Context: an optimization exercise on an open-source flow, tuned for small area and a short achievable clock period. The choices shown serve that exercise and are no tape-out recipe. No activity file was given, so power comes from the tool's default toggle rates.

==> flow/design.v <==
`timescale 1ns / 1ps
module pfx_add #(parameter W = 16, parameter L = 4) (    
    input  logic [W-1:0] a,
    input  logic [W-1:0] b,
    input  logic         g0,      
    output logic [W-1:0] p,       
    output logic [W:0]   c        
);
    logic [W-1:0] g [0:L];
    logic [W-1:0] q [0:L];
    assign p = a ^ b;
    always_comb begin
        g[0] = a;
        q[0] = p;
        g[0][0] = g0;
        q[0][0] = 1'b0;
        for (int l = 0; l < L; l++) begin
            for (int k = 0; k < W; k++) begin
                if (((k >> l) & 1) == 1) begin
                    g[l+1][k] = q[l][k] ? g[l][((k >> l) << l) - 1] : g[l][k];
                    q[l+1][k] = q[l][k] & q[l][((k >> l) << l) - 1];
                end else begin
                    g[l+1][k] = g[l][k];
                    q[l+1][k] = q[l][k];
                end
            end
        end
        c[0] = 1'b0;
        for (int k = 0; k < W; k++) c[k+1] = g[L][k];
    end
endmodule
`timescale 1ns / 1ps
module alu_instrmem_top(input clk,
        input reset,
        output [7:0] imem_addr,
        input [15:0] imem_data,
        output [9:0] dmem_addr,
        output [15:0] dmem_wdata,
        output dmem_we,
        input [15:0] dmem_rdata,
        output logic ovf_ctrl,
        output logic take_branch
    );
    wire [15:0] i = imem_data;
    wire [2:0] ra = i[9:7];
    wire [2:0] rb = i[4:2];
    wire f0 = i[15:13] == 3'b000;
    wire f2 = i[15:13] == 3'b010;
    wire f4 = i[15:13] == 3'b100;
    wire f6 = i[15:13] == 3'b110;
    wire f7 = i[15:13] == 3'b111;
    wire is_lw   = f2;
    wire is_sw   = f6 & (i[1:0] == 2'b00);
    wire is_beqz = f6 & (i[1:0] == 2'b01);
    wire is_bnez = f7;
    wire is_add  = f4 & (i[11:10] == 2'b01) & (i[1:0] == 2'b10);
    wire is_srai = f4 & (i[11:10] == 2'b01) & (i[1:0] == 2'b01);
    wire is_lgc  = f4 & (i[11:10] == 2'b11) & (i[6:5] != 2'b00);
    wire is_andi = f4 & (i[11:10] == 2'b10);
    wire is_addi = f0 & (i[1:0] == 2'b01);
    wire is_slli = f0 & (i[1:0] == 2'b10);
    wire we = is_lw | is_add | is_srai | is_lgc | is_andi | is_addi | is_slli;
    wire [2:0] wa = i[14] ? rb : ra;
    logic [15:0] R [0:7];
    logic [7:0] valid;
    logic [15:0] wd;
    always_ff @(posedge clk or posedge reset)
        if (reset) valid <= 8'd0;
        else if (we) valid[wa] <= 1'b1;
    always_ff @(posedge clk)
        if (we) R[wa] <= wd;
    wire [5:0] imm6 = {i[12], i[6:2]};
    logic [15:0] A, b;
    logic g0_main, g0_addr;
    logic [7:0] sa [0:3];
    logic [7:0] sb [0:3];
    genvar q;
    for (q = 0; q < 4; q++) begin : g_sel
        reg_select u_sel (.ra(ra), .rb(rb), .valid(valid), .i15(i[15]), .sa(sa[q]), .sb(sb[q]));
    end
    always_comb begin
        b = i[15] ? 16'd0 : {{10{i[12]}}, imm6};
        for (int k = 0; k < 8; k++)
            for (int n = 0; n < 4; n++)
                if (sb[n][k]) b[4*n +: 4] = b[4*n +: 4] | R[k][4*n +: 4];
        A = 16'd0;
        g0_main = 1'b0;
        g0_addr = 1'b0;
        for (int k = 0; k < 8; k++) begin
            for (int n = 0; n < 4; n++)
                if (sa[n][k]) A[4*n +: 4] = A[4*n +: 4] | R[k][4*n +: 4];
            if (sa[0][k]) begin
                g0_main = g0_main | (R[k][0] & b[0]);
                g0_addr = g0_addr | (R[k][2] & i[6]);
            end
        end
    end
    wire [4:0] imm5 = {i[5], i[12], i[11:10], i[6]};
    logic [4:0] ap;
    logic [5:0] ac;
    pfx_add #(5, 3) addr_add (.a(A[6:2]), .b(imm5), .g0(g0_addr), .p(ap), .c(ac));
    wire [4:0] alo = ap ^ ac[4:0];
    wire [2:0] ahi1 = A[9:7] + 3'd1;
    wire [2:0] ahi = ac[5] ? ahi1 : A[9:7];    
    assign dmem_addr = {ahi, alo, A[1:0]};
    wire ovf_mem = ~A[15] & (&A[14:7]) & ac[5];
    logic [15:0] P;
    logic [16:0] C;
    pfx_add #(16, 4) main_add (.a(A), .b(b), .g0(g0_main), .p(P), .c(C));
    wire [15:0] sum = P ^ C[15:0];
    wire ovf_alu = ~P[15] & (C[15] ^ A[15]);
    assign ovf_ctrl = ((is_lw | is_sw) & ovf_mem) | ((is_add | is_addi) & ovf_alu);
    wire t_g = i[10] & i[6];             
    wire t_p = i[10] & ~(i[6] & i[5]);   
    wire [15:0] lg = (A & ({16{t_g}} & ~P)) | ({16{t_p}} & P)
                   | {10'd0, {6{~i[10]}} & A[5:0] & imm6};
    wire [5:0] sh = imm6;
    logic [15:0] Ar, x, y, yr;
    always_comb for (int k = 0; k < 16; k++) Ar[k] = A[15-k];
    assign x = i[15] ? A : Ar;                  
    wire fill = i[15] & A[15];
    wire [31:0] xs = {{16{fill}}, x} >> sh[3:0];
    assign y = (sh[5:4] != 2'b00) ? {16{fill}} : xs[15:0];
    always_comb for (int k = 0; k < 16; k++) yr[k] = y[15-k];
    wire s_rd  = i[14];                                       
    wire s_sum = ~i[14] & (i[15] ? (~i[11] & i[1]) : ~i[1]);  
    wire s_yr  = ~i[14] & ~i[15] & i[1];                      
    wire s_y   = ~i[14] & i[15] & ~i[11] & ~i[1];             
    wire s_lg  = ~i[14] & i[15] & i[11];                      
    assign wd = ({16{s_rd}} & dmem_rdata) | ({16{s_sum}} & sum) | ({16{s_yr}} & yr)
              | ({16{s_y}} & y) | ({16{s_lg}} & lg);
    assign dmem_we = is_sw;
    assign dmem_wdata = b;                      
    wire az = A == 16'd0;
    assign take_branch = (is_beqz & az) | (is_bnez & ~az);
    wire [7:0] off = {i[12], i[6:5], i[2], i[11:10], i[4:3]};
    wire [7:0] inc = take_branch ? off : 8'd1;
    logic [7:0] pc;
    always_ff @(posedge clk or posedge reset)
        if (reset) pc <= 8'd0;
        else pc <= pc + inc;
    assign imem_addr = pc;
endmodule
module reg_select(
    input  logic [2:0] ra,
    input  logic [2:0] rb,
    input  logic [7:0] valid,
    input  logic       i15,
    output logic [7:0] sa,
    output logic [7:0] sb
);
    always_comb
        for (int k = 0; k < 8; k++) begin
            sa[k] = (ra == k) & valid[k];
            sb[k] = (rb == k) & valid[k] & i15;
        end
endmodule
==> flow/config.mk <==
export PLATFORM = sky130hd
export DESIGN_NAME = alu_instrmem_top
export DESIGN_NICKNAME = alu_instrmem_top
export VERILOG_FILES = /design/flow/design.v
export SDC_FILE = /design/flow/constraint.sdc
export NUM_CORES = 4
export LEC_CHECK = 0
export CAP_MARGIN = 20
export CORE_MARGIN = 2
export CORE_UTILIZATION = 40
export SETUP_SLACK_MARGIN = 4
export SLEW_MARGIN = 20
export SYNTH_HIERARCHICAL = 1
export SYNTH_MINIMUM_KEEP_SIZE = 0
export TNS_END_PERCENT = 0
==> flow/constraint.sdc <==
create_clock -name core_clock -period 10.0 [get_ports {clk}]
set_input_delay 2.0000 -clock core_clock [delete_from_list [all_inputs] [get_ports {clk}]]
set_output_delay 2.0000 -clock core_clock [all_outputs]
set_load 0.01 [all_outputs]
standard.sh (not shown) runs the stock make flow with config.mk's settings and CLKGATE_MAP_FILE= SYNTH_SCRIPT=/design/flow/synth_recipe.tcl, a recipe that flattens the netlist after the stock synthesis.
==> flow/flow/run.sh <==
#!/bin/bash
# Own layout flow: the standard synthesis, then the standard ORFS layout
# with port buffers that start at the smallest buffer (timing repair upsizes
# the ones that matter), a clock tree built from mid-size clock buffers
# without dummy loads, and setup repair by cell sizing and pin swaps only
# (no inserted buffers or cloned gates). Each step's full output goes to a
# log file here.
set -euo pipefail
bash standard.sh synth > synth.log 2>&1
bash standard.sh \
  "BUFFER_PORTS_ARGS=-buffer_cell sky130_fd_sc_hd__buf_1" \
  "CTS_ARGS=-sink_clustering_enable -repair_clock_nets -dont_use_dummy_load -buf_list {sky130_fd_sc_hd__clkbuf_4 sky130_fd_sc_hd__clkbuf_8}" \
  "SETUP_MOVE_SEQUENCE=unbuffer,sizeup,swap" \
  finish > layout.log 2>&1
Then changed:
--- a/flow/design.v
+++ b/flow/design.v
@@ -70,31 +70,29 @@
     always_ff @(posedge clk)
         if (we) R[wa] <= wd;
     wire [5:0] imm6 = {i[12], i[6:2]};
     logic [15:0] A, b;
     logic g0_main, g0_addr;
-    logic [7:0] sa [0:3];
-    logic [7:0] sb [0:3];
-    genvar q;
-    for (q = 0; q < 4; q++) begin : g_sel
-        reg_select u_sel (.ra(ra), .rb(rb), .valid(valid), .i15(i[15]), .sa(sa[q]), .sb(sb[q]));
-    end
+    logic [7:0] sa_lo, sb_lo, sa_hi, sb_hi;
+    reg_select u_sel_lo (.ra(ra), .rb(rb), .valid(valid), .i15(i[15]), .sa(sa_lo), .sb(sb_lo));
+    reg_select u_sel_hi (.ra(ra), .rb(rb), .valid(valid), .i15(i[15]), .sa(sa_hi), .sb(sb_hi));
     always_comb begin
         b = i[15] ? 16'd0 : {{10{i[12]}}, imm6};
-        for (int k = 0; k < 8; k++)
-            for (int n = 0; n < 4; n++)
-                if (sb[n][k]) b[4*n +: 4] = b[4*n +: 4] | R[k][4*n +: 4];
+        for (int k = 0; k < 8; k++) begin
+            if (sb_lo[k]) b[7:0] = b[7:0] | R[k][7:0];
+            if (sb_hi[k]) b[15:8] = b[15:8] | R[k][15:8];
+        end
         A = 16'd0;
         g0_main = 1'b0;
         g0_addr = 1'b0;
         for (int k = 0; k < 8; k++) begin
-            for (int n = 0; n < 4; n++)
-                if (sa[n][k]) A[4*n +: 4] = A[4*n +: 4] | R[k][4*n +: 4];
-            if (sa[0][k]) begin
+            if (sa_lo[k]) begin
+                A[7:0] = A[7:0] | R[k][7:0];
                 g0_main = g0_main | (R[k][0] & b[0]);
                 g0_addr = g0_addr | (R[k][2] & i[6]);
             end
+            if (sa_hi[k]) A[15:8] = A[15:8] | R[k][15:8];
         end
     end
     wire [4:0] imm5 = {i[5], i[12], i[11:10], i[6]};
     logic [4:0] ap;
     logic [5:0] ac;
The new run finished clean. Routed wire length drops by about 1%. Cell count drops by 0.78%. Non-clock buffer count climbs by 14. Clock power climbs by about 3%. Via count drops by 3.4%. Design area drops by 2.7%. Worst setup slack improved by 150 ps.
No run of this note included a check of the RTL's function; only the layout flow was run.

[afterwards: timing with drivers on the ports]
No port has a modelled driver above. Below, the same layouts with a new extraction and two added sets of constraints. Step 1: set_driving_cell puts a clkbuf_16 on clk and a buf_2 on each other input, an assumption about the parent block. Step 2 adds t to the input delays and takes it off the output delays; t is the mean of the earliest and latest rising clock arrival at the registers after step 1. Input paths then give back, and output paths get back, about the clock's delay inside the block. Slacks: ideal ports / drivers / drivers and shift; pairs: ideal ports / drivers.
run | t, ns | slack for setup (ns) | worst setup path at the end | latest minus earliest clock arrival (ns) | pins driven straight from the clock port
the first run | 0.482 | 2.594 / 2.566 / 2.566 | input to output | 0.037 / 0.037 | 1
the second run | 0.487 | 2.743 / 2.706 / 2.706 | input to output | 0.035 / 0.036 | 1
After both steps every run listed still meets setup and hold. The setup slack of the second run, which loses most, moves by -0.037 ns with the drivers and by -0.037 ns with both steps.
